What follows belongs to an exercise in optimizing a design on an open flow for small area, a short achievable clock period and few clock cycles; a production flow would make more cautious choices. Only simulation tests tie the RTL to the original design; equivalence was not proved. Power and IR drop assume default switching activity.

==> design/flow/design.v <==
module Register #(N = 16)
(
    input   logic           Clk, Reset,
    input   logic           Load,
    input   logic   [N-1:0] In,
    output  logic   [N-1:0] Out
);
    logic   [N-1:0] Next;
    always_ff @(posedge Clk) begin
        Out <= Next;
    end
    always_comb begin
        Next = Out;
        if (Reset)
            Next = {N{1'b0}};
        else if (Load)
            Next = In;
    end
endmodule
module RShiftRegister #(N = 16)
(
    input   logic           Clk, Reset,
    input   logic           Load,
    input   logic           ShiftEnable,
    input   logic           ShiftIn,
    input   logic   [N-1:0] In,
    output  logic           ShiftOut,
    output  logic   [N-1:0] Out
);
    logic   [N-1:0] Next;
    always_ff @(posedge Clk) begin
        Out <= Next;
    end
    always_comb begin
        Next = Out;
        if (Reset)
            Next = {N{1'b0}};
        else if (Load)
            Next = In;
        else if (ShiftEnable)
            Next = { ShiftIn, Out[N-1:1] };
    end
    assign ShiftOut = Out[0];
endmodule
module Mux_2to1 #(N = 16)
(
    input   logic           Select,
    input   logic   [N-1:0] In0, In1,
    output  logic   [N-1:0] Out
);
    always_comb begin
        case (Select)
            1'b0:   Out = In0;
            1'b1:   Out = In1;
        endcase
    end
endmodule
module Mux_4to1 #(N = 16)
(
    input   logic   [1:0]   Select,
    input   logic   [N-1:0] In0, In1, In2, In3,
    output  logic   [N-1:0] Out
);
    always_comb begin
        case (Select)
            2'b00:  Out = In0;
            2'b01:  Out = In1;
            2'b10:  Out = In2;
            2'b11:  Out = In3;
        endcase
    end
endmodule
module Mux_8to1 #(N = 16)
(
    input   logic   [2:0]   Select,
    input   logic   [N-1:0] In0, In1, In2, In3, In4, In5, In6, In7,
    output  logic   [N-1:0] Out
);
    always_comb begin
        case (Select)
            3'b000: Out = In0;
            3'b001: Out = In1;
            3'b010: Out = In2;
            3'b011: Out = In3;
            3'b100: Out = In4;
            3'b101: Out = In5;
            3'b110: Out = In6;
            3'b111: Out = In7;
        endcase
    end
endmodule
module DeMux_1to8 #(N = 16)
(
    input   logic   [2:0]   Select,
    input   logic   [N-1:0] In,
    output  logic   [N-1:0] Out0, Out1, Out2, Out3, Out4, Out5, Out6, Out7
);
    always_comb begin
        Out0 = {N{1'b0}};
        Out1 = {N{1'b0}};
        Out2 = {N{1'b0}};
        Out3 = {N{1'b0}};
        Out4 = {N{1'b0}};
        Out5 = {N{1'b0}};
        Out6 = {N{1'b0}};
        Out7 = {N{1'b0}};
        case (Select)
            3'b000: Out0 = In;
            3'b001: Out1 = In;
            3'b010: Out2 = In;
            3'b011: Out3 = In;
            3'b100: Out4 = In;
            3'b101: Out5 = In;
            3'b110: Out6 = In;
            3'b111: Out7 = In;
        endcase
    end
endmodule
module MuxOneHot_5to1 #(N = 16)
(
    input   logic   [4:0]   Select,
    input   logic   [N-1:0] In0, In1, In2, In3, In4,
    output  logic   [N-1:0] Out
);
    always_comb begin
        unique case (Select)
            5'b00001:   Out = In0;
            5'b00010:   Out = In1;
            5'b00100:   Out = In2;
            5'b01000:   Out = In3;
            5'b10000:   Out = In4;
            default:    Out = {N{1'b0}};
        endcase
    end
endmodule
module ALU
(
    input   logic   [1:0]   Fn,
    input   logic   [15:0]  A, B,
    output  logic   [15:0]  Out
);
    always_comb begin
        case (Fn)
            2'b00:  Out = A + B;     
            2'b01:  Out = A & B;     
            2'b10:  Out = ~A;        
            2'b11:  Out = A;         
        endcase
    end
endmodule
module RegisterFile
(
    input   logic           Clk, Reset,
    input   logic           LD_REG,              
    input   logic   [2:0]   DR, SR1, SR2,        
    input   logic   [15:0]  In,                  
    output  logic   [15:0]  SR1_Out, SR2_Out     
);
    logic           R0_Ld,  R1_Ld,  R2_Ld,  R3_Ld,  R4_Ld,  R5_Ld,  R6_Ld,  R7_Ld;
    logic   [15:0]  R0_In,  R1_In,  R2_In,  R3_In,  R4_In,  R5_In,  R6_In,  R7_In;
    logic   [15:0]  R0_Out, R1_Out, R2_Out, R3_Out, R4_Out, R5_Out, R6_Out, R7_Out;
    Register        _R0(.Clk(Clk), .Reset(Reset), .In(R0_In), .Out(R0_Out), .Load(R0_Ld));
    Register        _R1(.Clk(Clk), .Reset(Reset), .In(R1_In), .Out(R1_Out), .Load(R1_Ld));
    Register        _R2(.Clk(Clk), .Reset(Reset), .In(R2_In), .Out(R2_Out), .Load(R2_Ld));
    Register        _R3(.Clk(Clk), .Reset(Reset), .In(R3_In), .Out(R3_Out), .Load(R3_Ld));
    Register        _R4(.Clk(Clk), .Reset(Reset), .In(R4_In), .Out(R4_Out), .Load(R4_Ld));
    Register        _R5(.Clk(Clk), .Reset(Reset), .In(R5_In), .Out(R5_Out), .Load(R5_Ld));
    Register        _R6(.Clk(Clk), .Reset(Reset), .In(R6_In), .Out(R6_Out), .Load(R6_Ld));
    Register        _R7(.Clk(Clk), .Reset(Reset), .In(R7_In), .Out(R7_Out), .Load(R7_Ld));
    DeMux_1to8      _DRSelect
    (
        .In(In),
        .Out0(R0_In),
        .Out1(R1_In),
        .Out2(R2_In),
        .Out3(R3_In),
        .Out4(R4_In),
        .Out5(R5_In),
        .Out6(R6_In),
        .Out7(R7_In),
        .Select(DR)
    );
    DeMux_1to8 #(1) _LDSelect
    (
        .In(LD_REG),
        .Out0(R0_Ld),
        .Out1(R1_Ld),
        .Out2(R2_Ld),
        .Out3(R3_Ld),
        .Out4(R4_Ld),
        .Out5(R5_Ld),
        .Out6(R6_Ld),
        .Out7(R7_Ld),
        .Select(DR)
    );
    Mux_8to1        _SR1_OutMux
    (
        .In0(R0_Out),
        .In1(R1_Out),
        .In2(R2_Out),
        .In3(R3_Out),
        .In4(R4_Out),
        .In5(R5_Out),
        .In6(R6_Out),
        .In7(R7_Out),
        .Out(SR1_Out),
        .Select(SR1)
    );
    Mux_8to1        _SR2_OutMux
    (
        .In0(R0_Out),
        .In1(R1_Out),
        .In2(R2_Out),
        .In3(R3_Out),
        .In4(R4_Out),
        .In5(R5_Out),
        .In6(R6_Out),
        .In7(R7_Out),
        .Out(SR2_Out),
        .Select(SR2)
    );
endmodule
module Multiplier
(
    input   logic           Clk, Reset,
    input   logic           Run,
    input   logic   [7:0]   A, B,
    output  logic           Ready,
    output  logic   [15:0]  Out
);
    logic   [8:0]   Sum;             
    logic   [8:0]   MUL;             
    logic   [7:0]   A_Out, B_Out;    
    logic   [8:0]   A_Out_SEXT;      
    logic   [7:0]   AMUX_Out;        
    logic           A0;              
    logic           X;               
    logic           M;               
    logic           LD_A;            
    logic           LD_B;            
    logic           LD_MUL;          
    logic           LD_X;            
    logic           CLR_A;           
    logic           SH;              
    logic           AMUX;            
    logic           ADDMUX;          
    assign LD_X = M & LD_A;          
    assign AMUX = M;                 
    assign Out = { A_Out, B_Out };   
    RShiftRegister #(8) _A
    (
        .Clk(Clk),
        .Reset(Reset | CLR_A),   
        .In(AMUX_Out),
        .Out(A_Out),
        .Load(LD_A),             
        .ShiftIn(X),
        .ShiftOut(A0),
        .ShiftEnable(SH)
    );
    RShiftRegister #(8) _B
    (
        .Clk(Clk),
        .Reset(Reset),
        .In(B),
        .Out(B_Out),
        .Load(LD_B),             
        .ShiftIn(A0),
        .ShiftOut(M),
        .ShiftEnable(SH)
    );
    Register #(9)       _MUL
    (
        .Clk(Clk),
        .Reset(Reset),
        .In({ {1{A[7]}}, A }),    
        .Out(MUL),
        .Load(LD_MUL)
    );
    Register #(1)       _X
    (
        .Clk(Clk),
        .Reset(Reset | CLR_A),   
        .In(Sum[8]),
        .Out(X),
        .Load(LD_X)
    );
    Mux_2to1 #(8)       _AMUX
    (
        .In0(A_Out),
        .In1(Sum[7:0]),
        .Out(AMUX_Out),
        .Select(AMUX)
    );
    assign A_Out_SEXT = { {1{A_Out[7]}}, A_Out };    
    Mux_2to1 #(9)       _ADDMUX
    (
        .In0(A_Out_SEXT + MUL),  
        .In1(A_Out_SEXT - MUL),  
        .Out(Sum),
        .Select(ADDMUX)
    );
    logic   [3:0]   Counter, Counter_Next;
    logic           Done;
    enum logic [1:0]
    {
        Wait,
        Load,
        Multiply,
        Halt
    } State, Next_State;
    always_ff @(posedge Clk) begin
        if (Reset) begin
            Counter <= 4'h0;
            State <= Wait;
        end
        else begin
            Counter <= Counter_Next;
            State <= Next_State;
        end
    end
    always_comb begin
        Next_State = State;
        case (State)
            Wait:       Next_State = (Run) ? Load : Wait;
            Load:       Next_State = Multiply;
            Multiply:   Next_State = (Done) ? Halt : Multiply;
            Halt:       Next_State = Wait;
        endcase
    end
    always_comb begin
        CLR_A = 1'b0;
        LD_A = 1'b0;
        LD_B = 1'b0;
        LD_MUL = 1'b0;
        ADDMUX = 1'b0;
        SH = 1'b0;
        Ready = 1'b0;
        Done = 1'b0;
        Counter_Next = Counter;
        case (State)
            Wait: begin
            end
            Load: begin
                CLR_A = 1'b1;
                LD_B = 1'b1;
                LD_MUL = 1'b1;
                Counter_Next = 4'h0;
            end
            Multiply: begin
                if (Counter == 4'hE) begin
                    ADDMUX = 1'b1;
                end
                if (Counter == 4'hF) begin
                    Done = 1'b1;
                    SH = 1'b1;
                end
                else begin
                    Counter_Next = Counter + 4'h1;
                    if (Counter % 2 == 0)
                        LD_A = 1'b1;
                    else
                        SH = 1'b1;
                end
            end
            Halt: begin
                Ready = 1'b1;
            end
        endcase
    end
endmodule
module Datapath
(
    input   logic           Clk, Reset,
    input   logic   [15:0]  In,                                                   
    input   logic           LD_MAR, LD_MDR, LD_IR, LD_BEN, LD_REG, LD_CC, LD_PC,  
    input   logic           GatePC, GateMDR, GateMUL, GateALU, GateMARMUX,        
    input   logic           ADDR1MUX,                                             
    input   logic   [1:0]   ADDR2MUX, PCMUX, DRMUX, SR1MUX,                       
    input   logic           SR2MUX, MARMUX,                                       
    input   logic   [1:0]   ALUK,                                                 
    input   logic           MIO_EN,                                               
    input   logic           MUL_EN,                                               
    output  logic   [15:0]  Out,                                                  
    output  logic   [15:0]  Address,                                              
    output  logic           MUL_R,                                                
    output  logic           BEN,                                                  
    output  logic           IR_5,                                                 
	output  logic           IR_11,												  
    output  logic   [3:0]   IR_15_12,                                             
    output  logic   [15:0]  PC, IR,  
    input   logic   [15:0]  PC_In    
);
    logic   [15:0]  Bus;                                 
    logic   [3:0]   Gate;                                
    logic   [15:0]  MAR, MDR ;                    
    logic   [2:0]   SR1MUX_Out, DRMUX_Out;               
    logic   [15:0]  SR2MUX_Out;                          
    logic   [15:0]  MARMUX_Out, MDRMUX_Out, PCMUX_Out;   
    logic   [15:0]  ADDR1MUX_Out, ADDR2MUX_Out;          
    logic   [15:0]  ALU;                                 
    logic   [15:0]  MUL;                                 
    logic   [15:0]  SR1, SR2;                            
    logic           BEN_In;                              
    logic           N, Z, P;                             
    logic           N_In, Z_In, P_In;                    
    assign IR_5     = IR[5];
	assign IR_11	= IR[11];
    assign IR_15_12 = IR[15:12];
    assign Out      = MDR;                               
    assign Address  = MAR;                               
    assign N_In = Bus[15];
    assign Z_In = (Bus == 16'h0000) ? 1'b1 : 1'b0;
    assign P_In = ~N_In & ~Z_In;
    assign BEN_In = (IR[11] & N) | (IR[10] & Z) | (IR[9] & P);
    Register        _MAR
    (
        .Clk(Clk),
        .Reset(Reset),
        .In(Bus),
        .Out(MAR),
        .Load(LD_MAR)
    );
    Register        _MDR
    (
        .Clk(Clk),
        .Reset(Reset),
        .In(MDRMUX_Out),
        .Out(MDR),
        .Load(LD_MDR)
    );
    Register        _IR
    (
        .Clk(Clk),
        .Reset(Reset),
        .In(Bus),
        .Out(IR),
        .Load(LD_IR)
    );
    Register        _PC
    (
        .Clk(Clk),
        .Reset(Reset),
        .In(PCMUX_Out),
        .Out(PC),
        .Load(LD_PC)
    );
    Register #(1)   _BEN
    (
        .Clk(Clk),
        .Reset(Reset),
        .In(BEN_In),
        .Out(BEN),
        .Load(LD_BEN)
    );
    Register #(1)   _N
    (
        .Clk(Clk),
        .Reset(Reset),
        .In(N_In),
        .Out(N),
        .Load(LD_CC)
    );
    Register #(1)   _Z
    (
        .Clk(Clk),
        .Reset(Reset),
        .In(Z_In),
        .Out(Z),
        .Load(LD_CC)
    );
    Register #(1)   _P
    (
        .Clk(Clk),
        .Reset(Reset),
        .In(P_In),
        .Out(P),
        .Load(LD_CC)
    );
    RegisterFile    _GenPurposeRegs
    (
        .Clk(Clk),
        .Reset(Reset),
        .In(Bus),
        .LD_REG(LD_REG),
        .DR(DRMUX_Out),
        .SR1(SR1MUX_Out),
        .SR2(IR[2:0]),
        .SR1_Out(SR1),
        .SR2_Out(SR2)
    );
    ALU             _ALU
    (
        .A(SR1),
        .B(SR2MUX_Out),
        .Fn(ALUK),
        .Out(ALU)
    );
    Multiplier      _MUL
    (
        .Clk(Clk),
        .Reset(Reset),
        .A(SR1[7:0]),
        .B(SR2MUX_Out[7:0]),
        .Out(MUL),
        .Run(MUL_EN),
        .Ready(MUL_R)
    );
    Mux_4to1 #(3)   _DRMUX
    (
        .In0(IR[11:9]),
        .In1(3'b111),
        .In2(3'b110),
        .In3(3'b000),    
        .Out(DRMUX_Out),
        .Select(DRMUX)
    );
    Mux_4to1 #(3)   _SR1MUX
    (
        .In0(IR[11:9]),
        .In1(IR[8:6]),
        .In2(3'b110),
        .In3(3'b000),    
        .Out(SR1MUX_Out),
        .Select(SR1MUX)
    );
    Mux_2to1        _SR2MUX
    (
        .In0(SR2),
        .In1({ {11{IR[4]}}, IR[4:0] }),  
        .Out(SR2MUX_Out),
        .Select(SR2MUX)
    );
    Mux_4to1        _PCMUX
    (
        .In0(PC + 16'd1),
        .In1(Bus),
        .In2(ADDR1MUX_Out + ADDR2MUX_Out),
        .In3(PC_In),      
        .Out(PCMUX_Out),
        .Select(PCMUX)
    );
    Mux_2to1        _ADDR1MUX
    (
        .In0(PC),
        .In1(SR1),
        .Out(ADDR1MUX_Out),
        .Select(ADDR1MUX)
    );
    Mux_4to1        _ADDR2MUX
    (
        .In0(16'h0000),
        .In1({ {10{IR[ 5]}}, IR[ 5:0] }),    
        .In2({ { 7{IR[ 8]}}, IR[ 8:0] }),    
        .In3({ { 5{IR[10]}}, IR[10:0] }),    
        .Out(ADDR2MUX_Out),
        .Select(ADDR2MUX)
    );
    Mux_2to1        _MARMUX
    (
        .In0({ {8{1'b0}}, IR[7:0] }),        
        .In1(ADDR1MUX_Out + ADDR2MUX_Out),
        .Out(MARMUX_Out),
        .Select(MARMUX)
    );
    Mux_2to1        _MDRMUX
    (
        .In0(Bus),
        .In1(In),
        .Out(MDRMUX_Out),
        .Select(MIO_EN)
    );
    MuxOneHot_5to1  _GateMux
    (
        .In0(MARMUX_Out),
        .In1(ALU),
        .In2(MUL),
        .In3(MDR),
        .In4(PC),
        .Out(Bus),
        .Select({ GatePC, GateMDR, GateMUL, GateALU, GateMARMUX })
    );
endmodule
module ControlUnit
(
    input   logic           Clk, Reset,
    input   logic           Run, Continue, Step,
    input   logic           DoHalt,
    input   logic           MUL_R,
    input   logic           BEN,
    input   logic           IR_5,
    input   logic           IR_11,
    input   logic   [3:0]   IR_15_12,
    output  logic           LD_MAR, LD_MDR, LD_IR, LD_BEN, LD_REG, LD_CC, LD_PC,
    output  logic           GatePC, GateMDR, GateMUL, GateALU, GateMARMUX,
    output  logic           ADDR1MUX,
    output  logic   [1:0]   ADDR2MUX, PCMUX, DRMUX, SR1MUX,
    output  logic           SR2MUX, MARMUX,
    output  logic   [1:0]   ALUK,
    output  logic           MIO_EN, R_W,
    output  logic           MUL_EN,
    output  logic           Halted, Paused, InvalidOp,   
    output  logic   [3:0]   Opcode   
);
    assign Opcode = IR_15_12;
    assign SR2MUX = IR_5;
    enum logic [7:0]
    {
        State_00        = 8'd0,
        State_01        = 8'd1,
        State_02        = 8'd2,
        State_03        = 8'd3,
        State_04        = 8'd4,
        State_05        = 8'd5,
        State_06        = 8'd6,
        State_07        = 8'd7,
        State_09        = 8'd9,
        State_10        = 8'd10,
        State_11        = 8'd11,
        State_12        = 8'd12,
        State_13        = 8'd013,
        State_13_nR     = 8'd113,
        State_13_R      = 8'd213,
        State_14        = 8'd14,
        State_15        = 8'd15,
        State_16_nR1    = 8'd016,    
        State_16_nR2    = 8'd116,
        State_16_R      = 8'd216,    
        State_18        = 8'd18,
        State_20        = 8'd20,
        State_21        = 8'd21,
        State_22        = 8'd22,
        State_23        = 8'd23,
        State_24_nR1    = 8'd024,
        State_24_nR2    = 8'd124,
        State_24_R      = 8'd224,
        State_25_nR1    = 8'd025,
        State_25_nR2    = 8'd125,
        State_25_R      = 8'd225,
        State_26        = 8'd26,
        State_27        = 8'd27,
        State_28_nR1    = 8'd028,
        State_28_nR2    = 8'd128,
        State_28_R      = 8'd228,
        State_29_nR1    = 8'd029,
        State_29_nR2    = 8'd129,
        State_29_R      = 8'd229,
        State_30        = 8'd30,
        State_31        = 8'd31,
        State_32        = 8'd32,
        State_33_nR1    = 8'd033,
        State_33_nR2    = 8'd133,
        State_33_R      = 8'd233,
        State_35        = 8'd35,
        INVALID         = 8'd253,
        START           = 8'd254,
        HALT            = 8'd255
    } State, Next_State;
    always_ff @(posedge Clk) begin
        if (Reset || DoHalt)
            State <= HALT;
        else
            State <= Next_State;
    end
    always_comb begin
        Next_State = State;      
        case (State)
            State_18:       Next_State = State_33_nR1;
            State_33_nR1:   Next_State = State_33_nR2;
            State_33_nR2:   Next_State = State_33_R;
            State_33_R:     Next_State = State_35;
            State_35: begin
                if (Step && ~Continue)
                    Next_State = State_35;
                else
                    Next_State = State_32;
            end
            State_32: begin
                if (Step && Continue)
                    Next_State = State_32;
                else begin
                    case (Opcode)
                        4'b0000:    Next_State = State_00;       
                        4'b0001:    Next_State = State_01;       
                        4'b0010:    Next_State = State_02;       
                        4'b0011:    Next_State = State_03;       
                        4'b0100:    Next_State = State_04;       
                        4'b0101:    Next_State = State_05;       
                        4'b0110:    Next_State = State_06;       
                        4'b0111:    Next_State = State_07;       
                        4'b1001:    Next_State = State_09;       
                        4'b1010:    Next_State = State_10;       
                        4'b1011:    Next_State = State_11;       
                        4'b1100:    Next_State = State_12;       
                        4'b1101:    Next_State = State_13;       
                        4'b1110:    Next_State = State_14;       
                        4'b1111:    Next_State = State_15;       
                        default:    Next_State = INVALID;        
                    endcase
                end
            end
            State_00:       Next_State = (BEN) ? State_22 : State_18;    
            State_22:       Next_State = State_18;
            State_01:       Next_State = State_18;
            State_02:       Next_State = State_25_nR1;
            State_03:       Next_State = State_23;
            State_04:       Next_State = (IR_11) ? State_21 : State_20;  
            State_20:       Next_State = State_18;
            State_21:       Next_State = State_18;
            State_05:       Next_State = State_18;
            State_06:       Next_State = State_25_nR1;
            State_07:       Next_State = State_23;
            State_09:       Next_State = State_18;
            State_10:       Next_State = State_24_nR1;
            State_24_nR1:   Next_State = State_24_nR2;
            State_24_nR2:   Next_State = State_24_R;
            State_24_R:     Next_State = State_26;
            State_26:       Next_State = State_25_nR1;
            State_11:       Next_State = State_29_nR1;
            State_29_nR1:   Next_State = State_29_nR2;
            State_29_nR2:   Next_State = State_29_R;
            State_29_R:     Next_State = State_31;
            State_31:       Next_State = State_23;
            State_12:       Next_State = State_18;
            State_13:       Next_State = State_13_nR;
            State_13_nR:    Next_State = (MUL_R) ? State_13_R : State_13_nR;
            State_13_R:     Next_State = State_18;
            State_14:       Next_State = State_18;
            State_15:       Next_State = State_28_nR1;
            State_28_nR1:   Next_State = State_28_nR2;
            State_28_nR2:   Next_State = State_28_R;
            State_28_R:     Next_State = State_30;
            State_30:       Next_State = State_18;
            State_23:       Next_State = State_16_nR1;
            State_16_nR1:   Next_State = State_16_nR2;
            State_16_nR2:   Next_State = State_16_R;
            State_16_R:     Next_State = State_18;
            State_25_nR1:   Next_State = State_25_nR2;
            State_25_nR2:   Next_State = State_25_R;
            State_25_R:     Next_State = State_27;
            State_27:       Next_State = State_18;
            INVALID: begin
                if (Continue)
                    Next_State = HALT;
                else
                    Next_State = INVALID;
            end
            START: begin
                if (~Run)
                    Next_State = State_18;
                else
                    Next_State = START;
            end
            HALT: begin
                if (Run)
                    Next_State = START;
                else
                    Next_State = HALT;
            end
        endcase
    end
    always_comb begin
        LD_MAR      = 1'b0;
        LD_MDR      = 1'b0;
        LD_IR       = 1'b0;
        LD_BEN      = 1'b0;
        LD_REG      = 1'b0;
        LD_CC       = 1'b0;
        LD_PC       = 1'b0;
        GatePC      = 1'b0;
        GateMDR     = 1'b0;
        GateMUL     = 1'b0;
        GateALU     = 1'b0;
        GateMARMUX  = 1'b0;
        ADDR1MUX    = 1'b0;
        ADDR2MUX    = 2'b00;
        PCMUX       = 2'b00;
        DRMUX       = 2'b00;
        SR1MUX      = 2'b00;
        MARMUX      = 1'b0;
        ALUK        = 2'b00;
        MIO_EN      = 1'b0;
        R_W         = 1'b0;
        MUL_EN      = 1'b0;
        Halted      = 1'b0;
        Paused      = 1'b0;
        InvalidOp   = 1'b0;
        case (State)
            State_18: begin 
                GatePC = 1'b1;       
                LD_MAR = 1'b1;       
                PCMUX = 2'b00;       
                LD_PC = 1'b1;        
            end
            State_33_nR1:
                MIO_EN = 1'b1;       
            State_33_nR2:
                MIO_EN = 1'b1;       
            State_33_R: begin 
                MIO_EN = 1'b1;       
                LD_MDR = 1'b1;       
            end
            State_35: begin 
                GateMDR = 1'b1;      
                LD_IR = 1'b1;        
                Paused = 1'b1;
            end
            State_32:
                LD_BEN = 1'b1;       
            State_00: begin
            end
            State_22: begin
                ADDR1MUX = 1'b0;
                ADDR2MUX = 2'b10;
                PCMUX = 2'b10;
                LD_PC = 1'b1;
            end
            State_01: begin
                DRMUX = 2'b00;
                SR1MUX = 2'b01;
                ALUK = 2'b00;
                GateALU = 1'b1;
                LD_REG = 1'b1;
                LD_CC = 1'b1;
            end
            State_02: begin
                ADDR1MUX = 1'b0;
                ADDR2MUX = 2'b10;
                MARMUX = 1'b1;
                GateMARMUX = 1'b1;
                LD_MAR = 1'b1;
            end
            State_03: begin
                ADDR1MUX = 1'b0;
                ADDR2MUX = 2'b10;
                MARMUX = 1'b1;
                GateMARMUX = 1'b1;
                LD_MAR = 1'b1;
            end
            State_04: begin
                DRMUX = 2'b01;
                GatePC = 1'b1;
                LD_REG = 1'b1;
            end
            State_20: begin
                SR1MUX = 2'b01;
                ADDR1MUX = 1'b1;
                ADDR2MUX = 2'b00;
                PCMUX = 2'b10;
                LD_PC = 1'b1;
            end
            State_21: begin
                PCMUX = 2'b10;
                ADDR1MUX = 1'b0;
                ADDR2MUX = 2'b11;
                LD_PC = 1'b1;
            end
            State_05: begin
                DRMUX = 2'b00;
                SR1MUX = 2'b01;
                ALUK = 2'b01;
                GateALU = 1'b1;
                LD_REG = 1'b1;
                LD_CC = 1'b1;
            end
            State_06: begin
                SR1MUX = 2'b01;
                ADDR1MUX = 1'b1;
                ADDR2MUX = 2'b01;
                MARMUX = 1'b1;
                GateMARMUX = 1'b1;
                LD_MAR = 1'b1;
            end
            State_07: begin
                SR1MUX = 2'b01;
                ADDR1MUX = 1'b1;
                ADDR2MUX = 2'b01;
                MARMUX = 1'b1;
                GateMARMUX = 1'b1;
                LD_MAR = 1'b1;
            end
            State_09: begin
                DRMUX = 2'b00;
                SR1MUX = 2'b01;
                ALUK = 2'b10;
                GateALU = 1'b1;
                LD_REG = 1'b1;
                LD_CC = 1'b1;
            end
            State_10: begin
                ADDR1MUX = 1'b0;
                ADDR2MUX = 2'b10;
                MARMUX = 1'b1;
                GateMARMUX = 1'b1;
                LD_MAR = 1'b1;
            end
            State_24_nR1: begin
                MIO_EN = 1'b1;
            end
            State_24_nR2: begin
                MIO_EN = 1'b1;
            end
            State_24_R: begin
                MIO_EN = 1'b1;
                LD_MDR = 1'b1;
            end
            State_26: begin
                GateMDR = 1'b1;
                LD_MAR = 1'b1;
            end
            State_11: begin
                ADDR1MUX = 1'b0;
                ADDR2MUX = 2'b10;
                MARMUX = 1'b1;
                GateMARMUX = 1'b1;
                LD_MAR = 1'b1;
            end
            State_29_nR1: begin
                MIO_EN = 1'b1;
            end
            State_29_nR2: begin
                MIO_EN = 1'b1;
            end
            State_29_R: begin
                MIO_EN = 1'b1;
                LD_MDR = 1'b1;
            end
            State_31: begin
                LD_MAR = 1'b1;
                GateMDR = 1'b1;
            end
            State_12: begin
                SR1MUX = 2'b01;
                ADDR1MUX = 1'b1;
                ADDR2MUX = 2'b00;
                PCMUX = 2'b10;
                LD_PC = 1'b1;
            end
            State_13: begin
                SR1MUX = 2'b01;
                MUL_EN = 1'b1;
            end
            State_13_nR: begin
                SR1MUX = 2'b01;
            end
            State_13_R: begin
                DRMUX = 2'b00;
                GateMUL = 1'b1;
                LD_REG = 1'b1;
                LD_CC = 1'b1;
            end
            State_14: begin
                DRMUX = 2'b00;
                ADDR1MUX = 1'b0;
                ADDR2MUX = 2'b10;
                MARMUX = 1'b1;
                GateMARMUX = 1'b1;
                LD_REG = 1'b1;
                LD_CC = 1'b1;
            end
            State_15: begin
                MARMUX = 1'b0;
                GateMARMUX = 1'b1;
                LD_MAR = 1'b1;
            end
            State_28_nR1: begin
                MIO_EN = 1'b1;
                DRMUX = 2'b01;
                GatePC = 1'b1;
                LD_REG = 1'b1;
            end
            State_28_nR2: begin
                MIO_EN = 1'b1;
                DRMUX = 2'b01;
                GatePC = 1'b1;
                LD_REG = 1'b1;
            end
            State_28_R: begin
                MIO_EN = 1'b1;
                DRMUX = 2'b01;
                GatePC = 1'b1;
                LD_REG = 1'b1;
                LD_MDR = 1'b1;
            end
            State_30: begin
                GateMDR = 1'b1;
                PCMUX = 2'b01;
                LD_PC = 1'b1;
            end
            State_23: begin
                SR1MUX = 2'b00;
                ALUK = 2'b11;
                GateALU = 1'b1;
                LD_MDR = 1'b1;
            end
            State_16_nR1: begin
                MIO_EN = 1'b1;
                R_W = 1'b1;
            end
            State_16_nR2: begin
                MIO_EN = 1'b1;
                R_W = 1'b1;
            end
            State_16_R: begin
                MIO_EN = 1'b0;
                R_W = 1'b0;
            end
            State_25_nR1: begin
                MIO_EN = 1'b1;
            end
            State_25_nR2: begin
                MIO_EN = 1'b1;
            end
            State_25_R: begin
                MIO_EN = 1'b1;
                LD_MDR = 1'b1;
            end
            State_27: begin
                GateMDR = 1'b1;
                LD_REG = 1'b1;
                LD_CC = 1'b1;
            end
            INVALID:
                InvalidOp = 1'b1;
            HALT: begin
                Halted = 1'b1;
                PCMUX = 2'b11;   
                LD_PC = 1'b1;
                LD_CC = 1'b1;
            end
        endcase
    end
endmodule
module MemoryControlUnit
(
    input   logic           Clk, Reset,
    input   logic           MIO_EN,
    input   logic           R_W,
    input   logic   [15:0]  Address,
    input   logic   [15:0]  Data_FromSRAM,
    input   logic   [15:0]  Data_FromCPU,
    input   logic   [15:0]  Data_FromKeyboard,
    input   logic           Keypress,
    input   logic           DisplayReady,
    output  logic           DisplayWE,
    output  logic           Mem_CE, Mem_OE, Mem_WE,
    output  logic           Mem_LB, Mem_UB,
    output  logic           DoHalt,
    output  logic   [15:0]  Data_ToSRAM,
    output  logic   [15:0]  Data_ToCPU,
    output  logic   [15:0]  Data_ToVideo
);
    logic           LD_KBSR;
    logic           LD_DDR;
    logic           LD_DSR;
    logic           CLR_KBSR;
    logic           CLR_DSR;
    logic   [15:0]  KBDR, KBSR;
    logic   [15:0]  DDR, DSR;
    logic           DisplayWE_Out;
    assign LD_KBSR = Keypress && Data_FromKeyboard != 16'h0000;
    assign LD_DSR = DisplayReady;
    logic   [1:0]   INMUX;
    assign Data_ToSRAM = Data_FromCPU;
    assign Data_ToVideo = DDR;
    assign Mem_CE = 1'b1;
    assign Mem_LB = 1'b1;
    assign Mem_UB = 1'b1;
    always_ff @(posedge Clk) begin
        if (Reset)
            DisplayWE <= 1'b0;
        else
            DisplayWE <= DisplayWE_Out;
    end
    always_comb begin
        CLR_KBSR        = 1'b0;
        CLR_DSR         = 1'b0;
        LD_DDR          = 1'b0;
        INMUX           = 2'b00;
        Mem_OE          = 1'b0;
        Mem_WE          = 1'b0;
        DisplayWE_Out   = 1'b0;
        DoHalt          = 1'b0;
        unique case (Address)
            16'hFE00: begin
                if (MIO_EN) begin
                    INMUX = 2'b01;
                end
            end
            16'hFE02: begin
                if (MIO_EN && !R_W) begin
                    INMUX = 2'b10;
                    CLR_KBSR = 1'b1;
                end
            end
            16'hFE04: begin
                if (MIO_EN && !R_W) begin
                    INMUX = 2'b11;
                end
            end
            16'hFE06: begin
                if (MIO_EN && R_W) begin
                    LD_DDR = 1'b1;
                    CLR_DSR = 1'b1;
                    DisplayWE_Out = 1'b1;
                end
            end
            16'hFFFF: begin
                if (MIO_EN && R_W)
                    DoHalt = 1'b1;
            end
            default : begin
                if (MIO_EN) begin
                    if (R_W)
                        Mem_WE = 1'b1;
                    else begin
                        Mem_OE = 1'b1;
                        INMUX = 2'b00;
                    end
                end
            end
        endcase
    end
    Register        _KBDR
    (
        .Clk(Clk),
        .Reset(Reset),
        .In(Data_FromKeyboard),
        .Out(KBDR),
        .Load(~KBSR[15])
    );
    Register        _KBSR
    (
        .Clk(Clk),
        .Reset(Reset | CLR_KBSR),
        .In(16'h8000),
        .Out(KBSR),
        .Load(LD_KBSR)
    );
    Register        _DDR
    (
        .Clk(Clk),
        .Reset(Reset),
        .In(Data_FromCPU),
        .Out(DDR),
        .Load(LD_DDR)
    );
    Register        _DSR
    (
        .Clk(Clk),
        .Reset(Reset | CLR_DSR),
        .In(16'h8000),
        .Out(DSR),
        .Load(LD_DSR)
    );
    Mux_4to1        _INMUX
    (
        .In0(Data_FromSRAM),
        .In1(KBSR),
        .In2(KBDR),
        .In3(DSR),
        .Out(Data_ToCPU),
        .Select(INMUX)
    );
endmodule
module Synchronizer #(N = 1)
(
    input   logic           Clk,
    input   logic   [N-1:0] In,
    output  logic   [N-1:0] Out
);
    always_ff @(posedge Clk) begin
        Out <= In;
    end
endmodule
module elc3_core
(
    input   logic           clk,
    input   logic           reset,
    input   logic           run,
    input   logic           cont,
    input   logic           step,
    input   logic   [15:0]  start_pc,
    output  logic           halted,
    output  logic           paused,
    output  logic           invalid_op,
    output  logic   [15:0]  pc,
    output  logic   [15:0]  ir,
    output  logic   [15:0]  mem_addr,
    output  logic           mem_oe,
    output  logic           mem_we,
    output  logic   [15:0]  mem_wdata,
    input   logic   [15:0]  mem_rdata,
    input   logic   [7:0]   key_data,
    input   logic           key_valid,
    input   logic           disp_ready,
    output  logic           disp_we,
    output  logic   [7:0]   disp_data
);
    logic s_halt, s_f, s_e, s_p, s_ml, s_ms, s_mi, s_mt, s_inv;
    logic n_halt, n_f, n_e, n_p, n_ml, n_ms, n_mi, n_mt, n_inv;
    logic [15:0] PC, A, IR, WD;
    logic [7:0][15:0] R;
    logic N, Z, P;
    assign P = ~N & ~Z;
    logic [2:0] pdr;         
    logic       pst;         
    logic       oe, we, dwe, haltf;
    logic [1:0] rsel;        
    logic io_hi, io_kbsr, io_kbdr, io_dsr, io_ddr, io_halt, io_any;
    assign io_hi   = A[15:9] == 7'h7F;
    assign io_kbsr = io_hi & A[8:0] == 9'h000;
    assign io_kbdr = io_hi & A[8:0] == 9'h002;
    assign io_dsr  = io_hi & A[8:0] == 9'h004;
    assign io_ddr  = io_hi & A[8:0] == 9'h006;
    assign io_halt = io_hi & A[8:0] == 9'h1FF;
    assign io_any  = io_hi & ((A[8:3] == 6'd0 & ~A[0]) | A[8:0] == 9'h1FF);
    assign oe    = ~s_ms & ~io_any;
    assign we    = s_ms & ~io_any;
    assign dwe   = s_ms & io_ddr;
    assign haltf = io_halt;
    assign rsel  = io_kbdr ? 2'd2 : io_dsr ? 2'd3 : (io_kbsr | io_ddr | io_halt) ? 2'd1 : 2'd0;
    logic       kbsr, dsr;
    assign halted     = s_halt;
    assign paused     = s_p;
    assign invalid_op = s_inv;
    assign pc         = PC;
    assign ir         = IR;
    assign mem_addr   = A;
    assign mem_oe     = oe;
    assign mem_we     = we;
    assign mem_wdata  = WD;
    assign disp_we    = dwe;
    assign disp_data  = WD[7:0];
    logic [15:0] mem_in;
    always_comb begin
        case (rsel)
            2'd0: mem_in = mem_rdata;
            2'd1: mem_in = {kbsr, 15'd0};
            2'd2: mem_in = {8'd0, key_data};
            default: mem_in = {dsr, 15'd0};
        endcase
    end
    logic [3:0] op;
    assign op = IR[15:12];
    logic o_br, o_add, o_ld, o_st, o_jsr, o_and, o_ldr, o_str, o_rti, o_not,
          o_ldi, o_sti, o_jmp, o_mul, o_lea, o_trap;
    assign o_br   = op == 4'd0;
    assign o_add  = op == 4'd1;
    assign o_ld   = op == 4'd2;
    assign o_st   = op == 4'd3;
    assign o_jsr  = op == 4'd4;
    assign o_and  = op == 4'd5;
    assign o_ldr  = op == 4'd6;
    assign o_str  = op == 4'd7;
    assign o_rti  = op == 4'd8;
    assign o_not  = op == 4'd9;
    assign o_ldi  = op == 4'd10;
    assign o_sti  = op == 4'd11;
    assign o_jmp  = op == 4'd12;
    assign o_mul  = op == 4'd13;
    assign o_lea  = op == 4'd14;
    assign o_trap = op == 4'd15;
    logic [2:0]  sr2a;       
    logic [15:0] sr1, sr2, op2;
    assign sr1  = R[IR[8:6]];
    assign sr2  = R[sr2a];
    assign op2  = IR[5] ? {{11{IR[4]}}, IR[4:0]} : sr2;
    logic        pd_base_sr1, pd_sr2;
    logic [15:0] base, offs, immv, sum;
    logic [3:0]  pd_imm;     
    assign immv = ({16{pd_imm[0]}} & {{11{IR[4]}}, IR[4:0]}) |
                  ({16{pd_imm[1]}} & {{10{IR[5]}}, IR[5:0]}) |
                  ({16{pd_imm[2]}} & {{7{IR[8]}}, IR[8:0]}) |
                  ({16{pd_imm[3]}} & {{5{IR[10]}}, IR[10:0]});
    assign offs = pd_sr2 ? sr2 : immv;
    assign base = pd_base_sr1 ? sr1 : PC;
    add16 u_add (.a(base), .b(offs), .s(sum));
    logic [15:0] a_xor_b, a_or_b;
    assign a_xor_b = base ^ offs;
    assign a_or_b  = base | offs;
    logic [1:0]  mcnt;
    logic        mlast;
    logic [2:0]  mdig;
    logic        b_one, b_two, b_neg;
    logic [9:0]  mh, mpp, mhn;
    logic [15:0] prod;
    assign mlast = mcnt == 2'd3;
    always_comb begin
        case (mcnt)
            2'd0: mdig = {op2[1:0], 1'b0};
            2'd1: mdig = op2[3:1];
            2'd2: mdig = op2[5:3];
            default: mdig = op2[7:5];
        endcase
    end
    assign b_one = mdig[1] ^ mdig[0];
    assign b_two = (mdig[2] & ~mdig[1] & ~mdig[0]) | (~mdig[2] & mdig[1] & mdig[0]);
    assign b_neg = mdig[2] & ~(mdig[1] & mdig[0]);
    assign mh    = (mcnt == 2'd0) ? 10'd0 : WD[15:6];
    assign mpp   = ((b_one ? {{2{sr1[7]}}, sr1[7:0]} : 10'd0) |
                    (b_two ? {sr1[7], sr1[7:0], 1'b0} : 10'd0)) ^ {10{b_neg}};
    add10 u_madd (.a(mh), .b(mpp), .cin(b_neg), .s(mhn));
    assign prod  = {mhn, WD[5:0]};
    logic [15:0] eres, andv;
    logic        sel_sum, sel_and, sel_not, sel_mul, sel_pc, sel_ld;
    assign andv    = sr1 & op2;
    assign sel_ld  = s_ml & ~reset;
    assign sel_and = s_e & o_and & ~reset;
    assign sel_not = s_e & o_not & ~reset;
    assign sel_mul = s_e & o_mul & ~reset;
    assign sel_pc  = s_e & (o_jsr | o_trap) & ~reset;
    assign sel_sum = s_e & (o_add | o_lea) & ~reset;
    assign eres = ({16{sel_and}} & andv) | ({16{sel_not}} & ~sr1) |
                  ({16{sel_mul}} & prod) | ({16{sel_pc}} & PC);
    logic z_sum, z_oth;
    assign z_sum = &(~(a_xor_b ^ {a_or_b[14:0], 1'b0}));    
    assign z_oth = ~|(eres | ({16{sel_ld}} & mem_in));
    logic ben;
    assign ben = (IR[11] & N) | (IR[10] & Z) | (IR[9] & P);
    logic e_mem, e_redirect, e_wr, e_cc;
    assign e_mem      = o_ld | o_st | o_ldr | o_str | o_ldi | o_sti;
    assign e_redirect = (o_br & ben) | o_jmp | (o_jsr & (IR[11] | IR[8:6] != 3'd7));
    assign e_wr       = o_add | o_and | o_not | o_mul | o_lea | o_jsr | o_trap;
    assign e_cc       = o_add | o_and | o_not | o_mul | o_lea;
    logic        wr_en, cc_en;
    logic [2:0]  wr_a;
    logic [15:0] wr_d;
    assign wr_en = (s_e & e_wr & (~o_mul | mlast)) | s_ml;
    assign cc_en = (s_e & e_cc & (~o_mul | mlast)) | s_ml;
    assign wr_a  = s_ml ? pdr : ((o_jsr | o_trap) ? 3'd7 : IR[11:9]);
    assign wr_d  = eres | ({16{sel_ld}} & mem_in) | ({16{sel_sum}} & sum);
    logic [15:0] PC1;
    inc16 u_inc (.a(PC), .s(PC1));
    logic [15:0] nA, nPC;
    logic refetch;
    logic a_start, a_pc1, a_sum, a_pc, a_min, a_vect, a_hold;
    assign refetch = A == PC;
    assign a_start = s_halt;
    assign a_pc1   = (s_f & ~run) | s_ml | (s_ms & ~haltf & ~refetch) |
                     (s_e & ~o_rti & ~o_trap & ~e_mem & ~e_redirect & (~o_mul | mlast));
    assign a_sum   = s_e & ~o_rti & ~o_trap & (e_mem | e_redirect);
    assign a_pc    = s_ms & ~haltf & refetch;
    assign a_min   = s_mi | s_mt;
    assign a_vect  = s_e & o_trap;
    assign a_hold  = ~(a_start | a_pc1 | a_sum | a_pc | a_min | a_vect);
    assign nPC = ({16{a_start}} & start_pc) | ({16{a_pc1}} & PC1) |
                 ({16{a_sum & e_redirect}} & sum) | ({16{s_mt}} & mem_in);
    assign nA = ({16{a_start}} & start_pc) | ({16{a_pc1}} & PC1) | ({16{a_sum}} & sum) |
                ({16{a_pc}} & PC) | ({16{a_min}} & mem_in) | ({16{a_vect}} & {8'd0, IR[7:0]}) |
                ({16{a_hold}} & A);
    logic        ld_ir, ld_pc;
    always_comb begin
        n_halt = 1'b0; n_f = 1'b0; n_e = 1'b0; n_p = 1'b0; n_ml = 1'b0;
        n_ms = 1'b0; n_mi = 1'b0; n_mt = 1'b0; n_inv = 1'b0;
        ld_ir = 1'b0;
        ld_pc = 1'b0;
        if (s_halt) begin
            ld_pc = 1'b1;
            if (run) n_f = 1'b1; else n_halt = 1'b1;
        end
        if (s_f) begin
            ld_ir = 1'b1;
            if (run) n_f = 1'b1;
            else begin
                ld_pc = 1'b1;
                if (step) n_p = 1'b1; else n_e = 1'b1;
            end
        end
        if (s_p) begin
            if (cont) n_e = 1'b1; else n_p = 1'b1;
        end
        if (s_e) begin
            if (o_rti) n_inv = 1'b1;
            else if (o_trap) begin
                n_mt = 1'b1;
            end else if (e_mem) begin
                ld_ir = 1'b1;
                if (o_ldi | o_sti) n_mi = 1'b1;
                else if (o_ld | o_ldr) n_ml = 1'b1;
                else n_ms = 1'b1;
            end else if (e_redirect) begin
                ld_pc = 1'b1;
                n_f = 1'b1;
            end else if (o_mul & ~mlast) begin
                n_e = 1'b1;
            end else begin
                ld_pc = 1'b1; ld_ir = 1'b1;
                if (step) n_p = 1'b1; else n_e = 1'b1;
            end
        end
        if (s_ml) begin
            ld_pc = 1'b1;
            if (step) n_p = 1'b1; else n_e = 1'b1;
        end
        if (s_ms) begin
            if (haltf) n_halt = 1'b1;
            else if (refetch) begin
                n_f = 1'b1;      
            end else begin
                ld_pc = 1'b1;
                if (step) n_p = 1'b1; else n_e = 1'b1;
            end
        end
        if (s_mi) begin
            if (pst) n_ms = 1'b1; else n_ml = 1'b1;
        end
        if (s_mt) begin
            ld_pc = 1'b1;
            n_f = 1'b1;
        end
        if (s_inv) begin
            if (cont) n_halt = 1'b1; else n_inv = 1'b1;
        end
    end
    always_ff @(posedge clk) begin
        if (reset) begin
            s_halt <= 1'b1; s_f <= 1'b0; s_e <= 1'b0; s_p <= 1'b0; s_ml <= 1'b0;
            s_ms <= 1'b0; s_mi <= 1'b0; s_mt <= 1'b0; s_inv <= 1'b0;
        end else begin
            s_halt <= n_halt; s_f <= n_f; s_e <= n_e; s_p <= n_p; s_ml <= n_ml;
            s_ms <= n_ms; s_mi <= n_mi; s_mt <= n_mt; s_inv <= n_inv;
        end
        A <= nA;
        if (ld_pc) PC <= nPC;
        if (ld_ir) begin
            IR   <= mem_in;
            sr2a <= (mem_in[13] & mem_in[12]) ? mem_in[11:9] : mem_in[2:0];
            pd_sr2 <= mem_in[15:12] == 4'd1 && !mem_in[5];
            pd_imm[0] <= mem_in[15:12] == 4'd1;
            pd_imm[1] <= mem_in[15:12] == 4'd6 || mem_in[15:12] == 4'd7;
            pd_imm[2] <= mem_in[15:12] != 4'd1 && mem_in[15:12] != 4'd6 &&
                         mem_in[15:12] != 4'd7 && mem_in[15:12] != 4'd4 &&
                         mem_in[15:12] != 4'd12;
            pd_imm[3] <= mem_in[15:12] == 4'd4 && mem_in[11];
            pd_base_sr1 <= mem_in[15:12] == 4'd1 || mem_in[15:12] == 4'd6 ||
                           mem_in[15:12] == 4'd7 || mem_in[15:12] == 4'd12 ||
                           (mem_in[15:12] == 4'd4 && !mem_in[11]);
        end
        if (s_e & e_mem) begin
            pdr <= IR[11:9];
            pst <= o_sti;
        end
        if (s_e & e_mem)
            WD <= sr2;
        else if (s_e & o_mul)
            WD <= {mhn[9], mhn[9], mhn[9:2], mhn[1:0], WD[5:2]};
        mcnt <= (s_e & o_mul) ? mcnt + 2'd1 : 2'd0;
    end
    always_ff @(posedge clk) begin
        if (s_halt) begin
            N <= 1'b0; Z <= 1'b1;
        end else if (cc_en) begin
            N <= wr_d[15];
            Z <= sel_sum ? z_sum : z_oth;
        end
    end
    logic [15:0] wr_d0;
    assign wr_d0 = wr_d;     
    genvar gi;
    generate
        for (gi = 0; gi < 8; gi++) begin : g_r
            always_ff @(posedge clk)
                if (reset | (wr_en & wr_a == gi)) R[gi] <= wr_d0;
        end
    endgenerate
    always_ff @(posedge clk) begin
        if (reset | (s_mi | s_ml | s_mt | s_f | s_e) & rsel == 2'd2)
            kbsr <= 1'b0;
        else if (key_valid && key_data != 8'd0)
            kbsr <= 1'b1;
        if (reset | dwe)
            dsr <= 1'b0;
        else if (disp_ready)
            dsr <= 1'b1;
    end
endmodule
module add16
(
    input   logic   [15:0]  a, b,
    output  logic   [15:0]  s
);
    logic [15:0] g0, p0, g1, p1, g2, p2, g3, p3, g4;
    assign g0 = a & b;
    assign p0 = a ^ b;
    assign g1 = g0 | (p0 & {g0[14:0], 1'b0});
    assign p1 = p0 & {p0[14:0], 1'b0};
    assign g2 = g1 | (p1 & {g1[13:0], 2'b0});
    assign p2 = p1 & {p1[13:0], 2'b0};
    assign g3 = g2 | (p2 & {g2[11:0], 4'b0});
    assign p3 = p2 & {p2[11:0], 4'b0};
    assign g4 = g3 | (p3 & {g3[7:0], 8'b0});
    assign s  = p0 ^ {g4[14:0], 1'b0};
endmodule
module add10
(
    input   logic   [9:0]   a, b,
    input   logic           cin,
    output  logic   [9:0]   s
);
    logic [10:0] g0, p0, g1, p1, g2, p2, g3, p3, g4;
    assign g0 = {a & b, cin};
    assign p0 = {a ^ b, 1'b0};
    assign g1 = g0 | (p0 & {g0[9:0], 1'b0});
    assign p1 = p0 & {p0[9:0], 1'b0};
    assign g2 = g1 | (p1 & {g1[8:0], 2'b0});
    assign p2 = p1 & {p1[8:0], 2'b0};
    assign g3 = g2 | (p2 & {g2[6:0], 4'b0});
    assign p3 = p2 & {p2[6:0], 4'b0};
    assign g4 = g3 | (p3 & {g3[2:0], 8'b0});
    assign s  = p0[10:1] ^ g4[9:0];
endmodule
module inc16
(
    input   logic   [15:0]  a,
    output  logic   [15:0]  s
);
    logic [15:0] c1, c2, c4, c8;
    assign c1 = {a[14:0], 1'b1};
    assign c2 = c1 & {c1[14:0], 1'b1};
    assign c4 = c2 & {c2[13:0], 2'b11};
    assign c8 = c4 & {c4[11:0], 4'hF};
    assign s  = a ^ (c8 & {c8[7:0], 8'hFF});
endmodule
==> design/flow/flow/run.sh <==
#!/bin/bash
set -euo pipefail
export SETUP_SLACK_MARGIN=5.6
export BUFFER_PORTS_ARGS="-buffer_cell sky130_fd_sc_hd__buf_2"
bash standard.sh > standard.log 2>&1
==> design/flow/standard.sh <==
#!/bin/bash
# synth_recipe.tcl (not shown) runs the flow's synth.tcl, then flattens the netlist and writes it again
# the make line also repeats each setting of config.mk as NAME=value (left out here)
make -C /OpenROAD-flow-scripts/flow DESIGN_CONFIG=/design/flow/config.mk WORK_HOME=/design/flow/orfs CLKGATE_MAP_FILE= SYNTH_SCRIPT=/design/flow/synth_recipe.tcl "${@:-finish}"
==> design/flow/config.mk <==
export PLATFORM = sky130hd
export DESIGN_NAME = elc3_core
export DESIGN_NICKNAME = elc3_core
export VERILOG_FILES = /design/flow/design.v
export SDC_FILE = /design/flow/constraint.sdc
export NUM_CORES = 4
export LEC_CHECK = 0
export ABC_AREA = 1
export CAP_MARGIN = 20
export CORE_MARGIN = 2
export CORE_UTILIZATION = 70
export PLACE_DENSITY = 0.85
export SLEW_MARGIN = 20
export TNS_END_PERCENT = 100
==> design/flow/constraint.sdc <==
create_clock -name core_clock -period 10.0 [get_ports {clk}]
set_input_delay 2.0000 -clock core_clock [delete_from_list [all_inputs] [get_ports {clk}]]
set_output_delay 2.0000 -clock core_clock [all_outputs]
set_load 0.01 [all_outputs]
==> metrics.yaml, run 1 <==
grt:
  grt_pass1_vias: 14700
  use_met3: 0.122
  grt_use_total: 0.479
  grt_max_degree: 58
  grt-ovfl-total: 0
  antenna_found_initial: 0
  gr-usage-met2: 0.737
  grt_pass1_wl_um: 80800
  grt.busiest_layer: "met2"
  use_met1: 0.618
synth:
  async_flop_share: 0
  ys_warn_count: 1
  ys_seq_area_frac: 0.425
  synth-edff-count: 189
  syn_area_um2: 14800
  synth_ff_type: "edfxtp_1"
  syn-num-nets: 2009
  synthCells: 1916
  ys_types: 60
  ys_seq_elements: 220
  syn-mean-instance-area_um2: 7.73
worst_setup_path:
  reg2reg_to: "Z"
  path_class: "reg -> reg"
  reg2reg_slack_ns: 5.38
  setup.worst_path.start_class: "register"
  cp.arrival_ns: 5.11
  cp-end-kind: "register"
  worstRegToRegCells: 32
  cp_data_required_time_ns: 10.49
  slowest_delay_ns: 0.52
  crit_path_top_delay_cell: "edfxtp_1"
  crit_fanout: 8
  path_common_cell: "nand2_1"
  r2r-start: "sr2a[0]"
place:
  pre_cts_ws_ns: 4.62
  place_congestion: 1.06
  post-dp-hpwl_um: 37500
  dpl.cell_count: 2254
  io_buffers: 124
detailed_routing:
  remaining_drc_errors: 0
  drt_iter0_drc: 3522
  vias: 16600
  viasPerCell: 7.02
  detail-route-antenna-nets: 0
  wl_per_cell_um: 25.7
  wl_um: 60700
  drt_first_pass_iters: 10
timing:
  setup_ws_ns: 5.38
  worst_slew_pin_slew_ns: 1.43
  rsz0062_at_grt: "yes"
  fin_skew_ns: 0.0203
  final-hold-violation-count: 0
  whs_ns: 0.475
  fin_crit_sh: 0.462
  fin_crit_ns: 4.62
  clock.fmax_ghz: 0.217
  slew_headroom: 0.0384
  setup_viol: 0
  final-max-slew-violation-count: 0
  fin_tns_setup_ns: 0
cts:
  clk_pin_slew_ns: 0.07
  cts_tree: "done"
  numCtsBuffers: 25
  cts_root_buffer: "clkbuf_16"
  clock_sinks: 220
  ctsHtreeMaxLevel: 1
  insertion_delay_ns: 0.55
  clockBufferDepth: 3
outcome:
  status: "timing/DRC/antenna clean"
floorplanning:
  die_area_um2: 22300
  die_w_um: 149
  start_util: 0.709
  die_h_um: 149
  io_pins: 125
  num_rows: 53
  core_um2: 20900
final_layout:
  final_cells: 2362
  area_growth_pct: 17.5
  fin_nets: 2161
  drive_above_1_share: 0.179
power_and_ir_drop:
  p_leak_uw: 0.00782
  p_per_area_nw_per_um2: 160
  vdd_drop_max_mv: 0.216
  fin_total_pwr_uw: 2780
worst_hold_path:
  holdPathEnd: "mcnt[0]"
  hp-start: "mcnt[0]"
  hold_path.class: "reg -> reg"
  hold_depth: 1
run:
  max_cap_violations: 0
-- flip-flops by register name, indices dropped and copies added, names as in the netlist, 2 cells and up --
register and cells:
pdr 3, A 16, sr2a 3, pd_imm 4, PC 16, IR 16, R 128, WD 16
mcnt 2
-- synthesized netlist by cell type (all sizes together) (6+ instances only) --
master	number	area [µm²]
nand3	147	783
a22oi	9	67.6
ha	45	563
nand2	400	1530
o21ai	185	941
buf	47	307
a211oi	9	67.6
a221oi	7	61.3
edfxtp	189	5680
xnor2	10	87.6
o221ai	16	140
nor3	22	110
clkbuf	38	143
nand4	7	43.8
o2111ai	9	78.8
nor2	156	608
nor4	6	50.0
a32oi	8	70.1
o22ai	17	106
inv	302	1130
xor2	31	272
dfxtp	31	621
o211ai	34	270
a21oi	154	778
-- worst max path at each step --
stage | startpoint | endpoint | slack, ns | cells past startpoint
after CTS | sr2a[0] | Z | 5.60 | 32
after detailed placement | sr2a[0] | R[12] | 4.62 | 27
after floorplan | sr2a[0] | R[111] | 6.18 | 24
after global placement | sr2a[0] | R[75] | 4.86 | 24
after global routing | sr2a[0] | Z | 5.14 | 33
final | sr2a[0] | Z | 5.38 | 32
-- cell families after synthesis --
family,count (synthesis),share of synthesized area
AO/OA/AOI/OAI,472,0.188
XOR/XNOR,41,0.0243
adder cells (fa/ha/maj),46,0.0394
buffers and inverters,389,0.107
flip-flops,220,0.425
AND/OR/NAND/NOR,748,0.216
-- routing by layer --
metal / vias up / part of all wire
li1: 6799 / -
met1: 7284 / 0.31
met2: 1909 / 0.41
met3: 579 / 0.18
met4: 0 / 0.094
met5: - / 0
-- metrics by stage --
stage,utilization,area [µm²]
3_5_place_dp,0.743,15500
3_3_place_gp,0.742,15500
2_1_floorplan,-,14800
5_1_grt,0.833,17400
6_report,0.833,17400
4_1_cts,0.793,16600
-- layout make-up --
| type | instances | area, µm² |
|---|---|---|
| tap | 275 | 344 |
| sequential | 220 | 6300 |
| fill | 1273 | 3490 |
| multi-input combinational | 1307 | 7260 |
| clock inverter | 18 | 144 |
| clock buffer | 27 | 633 |
| antenna | 1 | 2.50 |
| timing repair inverter | 2 | 17.5 |
| inverter | 304 | 1220 |
| timing repair buffer | 208 | 1490 |
-- power by group --
| group | switching [µW] | internal (µW) | total, µW |
|---|---|---|---|
| clock network | 413 | 509 | 922 |
| registers | 57.2 | 1050 | 1110 |
| logic | 502 | 244 | 746 |
| total | 972 | 1800 | 2780 |
-- placed cells by master, fill, tap and decap left out, types with 9 or more instances in the layout --
| cell | n |
|---|---|
| nand2_1 | 367 |
| inv_1 | 284 |
| edfxtp_1 | 189 |
| o21ai_0 | 153 |
| a21oi_1 | 145 |
| nor2_1 | 138 |
| nand3_1 | 132 |
| buf_2 | 124 |
| buf_4 | 65 |
| ha_1 | 42 |
| dfxtp_1 | 31 |
| o211ai_1 | 31 |
| clkbuf_16 | 31 |
| nand2_2 | 29 |
| xor2_1 | 28 |
| o21ai_1 | 22 |
| nor3_1 | 22 |
| o221ai_1 | 16 |
| o22ai_1 | 15 |
| nand3_2 | 14 |
| nor2_2 | 13 |
| xnor2_1 | 10 |
| o21ai_2 | 9 |
| clkinv_1 | 9 |
| o2111ai_1 | 9 |
| a22oi_1 | 9 |
-- critical path, delay by kind of cell, from the launching register on --
kind,cells,cell delay [ns]
and+or+nand+nor,23,2.22
AOI/OAI and AO/OA,3,0.63
adders and majority gates,2,0.59
DFF,1,0.52
buffers and inverters,3,0.40
xor gates and xnor gates,1,0.17
-- timing repair --
action	in CTS	in global routing
hold buffers	0	0
pin swaps	1	45
gates cloned	2	10
endpoints found under the hold margin	0	0
endpoints found under the setup margin	131	79
gates resized for setup	44	90
setup buffers	5	45
Testbench counts, summed over its fixed seeds: cycles 232,092.
==> run 2: changes to the inputs <==
--- a/design/flow/config.mk
+++ b/design/flow/config.mk
@@ -10,4 +10,6 @@
 export CORE_MARGIN = 2
-export CORE_UTILIZATION = 70
-export PLACE_DENSITY = 0.85
+export CORE_UTILIZATION = 55
+export CTS_CLUSTER_DIAMETER = 60
+export CTS_CLUSTER_SIZE = 32
+export PLACE_DENSITY = 0.72
 export SLEW_MARGIN = 20
==> run 2 against run 1 <==
Compared with the run above: setup slack better by 0.25 ns; clock power down 5.3%; largest power group unchanged; final area down 1.5%; synthesized cell count unchanged; fmax up 5.7%; largest cell class unchanged; combinational power down about 10%; still clean; global-route usage down 13 points; hold slack better by 0.0021 ns; critical path type unchanged; first-iteration DRC count down 35%; die area up 26%.
==> metrics.yaml, run 2 <==
floorplanning:
  start_util: 0.554  # -0.155
  die_area_um2: 28200  # +26%
  num_rows: 60  # +13%
  die_w_um: 168  # +12%
  die_h_um: 168  # +12%
  core_um2: 26700  # +28%
  io_pins: 125  # unchanged
worst_hold_path:
  hold_path.class: "reg -> reg"
worst_setup_path:
  setup.worst_path.start_class: "register"
  crit_path_top_delay_cell: "edfxtp_1"
  cp_data_required_time_ns: 10.49  # about the same
  crit_fanout: 18  # +10
  path_class: "reg -> reg"
  cp.arrival_ns: 4.85  # -0.26 ns
  path_common_cell: "nand2_1"
  slowest_delay_ns: 0.50  # -0.02 ns
  cp-end-kind: "register"
timing:
  rsz0062_at_grt: "no"
  fin_tns_setup_ns: 0  # unchanged
  slew_headroom: 0.189  # +0.150
  final-max-slew-violation-count: 0  # unchanged
  final-hold-violation-count: 0  # unchanged
  worst_slew_pin_slew_ns: 1.20  # -0.223 ns
  setup_viol: 0  # unchanged
  clock.fmax_ghz: 0.229  # +5.7%
  fin_crit_ns: 4.37  # -0.251 ns
  fin_crit_sh: 0.437  # -0.0251
  fin_skew_ns: 0.0170  # -0.00329 ns
  whs_ns: 0.477  # +0.00206 ns
synth:
  synth_ff_type: "edfxtp_1"
  synthTopCellsByArea: "edfxtp_1, nand2_1, inv_1"
  ys_types: 60  # unchanged
  ys_warn_count: 1  # unchanged
  ys_seq_area_frac: 0.425  # unchanged
  synth-edff-count: 189  # unchanged
  yosysMostFrequentCell: "nand2_1"
  syn-mean-instance-area_um2: 7.73  # unchanged
  synthCells: 1916  # unchanged
  syn_area_um2: 14800  # unchanged
  async_flop_share: 0  # unchanged
  ys_seq_elements: 220  # unchanged
  syn-num-nets: 2009  # unchanged
  yosysTopAreaCell: "edfxtp_1"
  synth_top_area_share: 0.383  # unchanged
  synth_commonest_cells: "nand2_1, inv_1, edfxtp_1"
grt:
  grt_pass1_wl_um: 76000  # -5.9%
  antenna_found_initial: 2  # +2
  grt_use_total: 0.351  # -0.127
  grt-ovfl-total: 0  # unchanged
  grt_pass1_vias: 13100  # -11%
  grt_max_degree: 93  # +60%
detailed_routing:
  detail-route-antenna-nets: 0  # unchanged
  remaining_drc_errors: 0  # unchanged
  vias: 15000  # -9.5%
  wl_per_cell_um: 22.3  # -13%
  wl_um: 53400  # -12%
  drt_iter0_drc: 2272  # -35%
  drt_first_pass_iters: 5  # -5
  viasPerCell: 6.26  # -11%
place:
  place_congestion: 1.04  # -1.7%
  post-dp-hpwl_um: 36600  # -2.6%
  placed_cell_area_um2: 15600  # +0.46%
  io_buffers: 124  # unchanged
final_layout:
  fin_nets: 2132  # -1.3%
  drive_above_1_share: 0.166  # -0.0129
  stdcell_area_um2: 17100  # -1.5%
  max_flop_register: "R"
  area_growth_pct: 15.7
  largest_reg_flops: 128  # unchanged
  n_antenna_cell: 0  # -1
  mostFrequentLayoutCells: "nand2_1, inv_1, edfxtp_1"
  layout_commonest_cell: "nand2_1"
cts:
  clk_pin_slew_ns: 0.07  # about the same
  ctsHtreeMaxLevel: 1  # unchanged
  numCtsBuffers: 22  # -12%
  clock_sinks: 220  # unchanged
  clockBufferDepth: 3  # unchanged
  ctsHoldBuffers: 0  # unchanged
  cts_root_buffer: "clkbuf_16"
  cts_tree: "done"
  insertion_delay_ns: 0.54  # about the same
outcome:
  status: "timing/DRC/antenna clean"
power_and_ir_drop:
  p_leak_uw: 0.00764  # -2.3%
  p_per_area_nw_per_um2: 155  # -3.0%
  vdd_drop_max_mv: 0.117  # -46%
run:
  max_cap_violations: 0  # unchanged
==> run 2: timing repair <==
action | CTS | global route
buffers inserted | 5 | 23
setup endpoints to repair | 130 | 81
pin swaps | 0 | 19
gates resized for setup | 36 | 78
endpoints found under the hold margin | 0 | 0
cloned | 0 | 11
==> run 2: power breakdown <==
group / total [µW] / leakage (µW) / internal (µW) / switching (µW)
Combinational: 670 / 0.00511 / 219 / 452
Sequential: 1110 / 0.00216 / 1050 / 56.6
Clock: 873 / 0.000365 / 462 / 412
==> run 2: through the flow <==
step | setup WS, ns | instances | total power (µW) | util
finish | 5.63 | 2396 | 2650 | 0.641
global route | 5.40 | 2396 | 2740 | 0.641
CTS | 5.59 | 2361 | 2570 | 0.617
detailed placement | 4.59 | 2316 | 1710 | 0.584
global placement | 4.69 | 2316 | 1700 | 0.584
floorplan | 6.18 | 1916 | 1510 | -
==> run 2: logic make-up after synthesis <==
kind of cell	after synthesis	share of synthesized area
simple gates	748	0.216
xor+xnor	41	0.0243
flops	220	0.425
buf+inv	389	0.107
fa+ha+maj	46	0.0394
compound gates	472	0.188
==> run 2: worst paths after layout <==
path / cells after the start / start / to / slack (ns)
worst max-delay path: 30 / sr2a[0] / Z / 5.63
worst min-delay path: 1 / mcnt[0] / mcnt[0] / 0.48
worst max register to register: 30 / sr2a[0] / Z / 5.63
worst min register to register: 1 / mcnt[0] / mcnt[0] / 0.48
==> run 2: layout make-up <==
type	count	area, µm²
clock buffer	24	568
clock inverter	16	186
fill	2332	9590
inverter	304	1210
multi-input combinational	1307	7180
sequential	220	6300
tap	341	427
timing repair buffer	182	1240
timing repair inverter	2	17.5
==> run 2: critical path, delay by kind of cell, from the launching register on <==
family,cells,cell delay (ns)
adder cells (fa/ha/maj),1,0.32
XOR/XNOR,1,0.24
flip-flops,1,0.50
buffers and inverters,6,0.68
AO/OA/AOI/OAI,5,1.07
AND/OR/NAND/NOR,17,1.51
==> run 2: metal layers <==
| layer | vias up | GRT usage | routed length [µm] |
|---|---|---|---|
| met5 | - | 0 | 13 |
| met4 | 2 | 0.122 | 2080 |
| met3 | 162 | 0.0759 | 7120 |
| met2 | 1135 | 0.536 | 23300 |
| met1 | 6973 | 0.498 | 20800 |
| li1 | 6733 | - | - |

## port drivers added, routing unchanged
In the flow no input, the clock included, has a driving cell. The finished layouts below were timed again as built, in two steps. Step 1, drivers: a clkbuf_16 drives clk and a buf_2 each remaining input, both assumed. Step 2 adds t to the input delays and takes it off the output delays; t is the mean of the earliest and latest rising clock arrival at the registers after step 1. Input paths then give back, and output paths get back, about the clock's delay inside the block. a / b / c = no drivers / after step 1 / after step 2; a / b = the first two.
run	shift t [ns]	slack for setup (ns)	hold slack, ns	pins driven straight from the clock port
run 1	0.590	5.384 / 5.384 / 5.024	0.475 / 0.475 / 0.475	1
run 2	0.587	5.634 / 5.634 / 5.176	0.477 / 0.477 / 0.477	1
After both steps setup and hold are still met in every run listed. The setup slack of run 2, which loses most, moves by 0.000 ns with the drivers and by -0.458 ns with both steps.
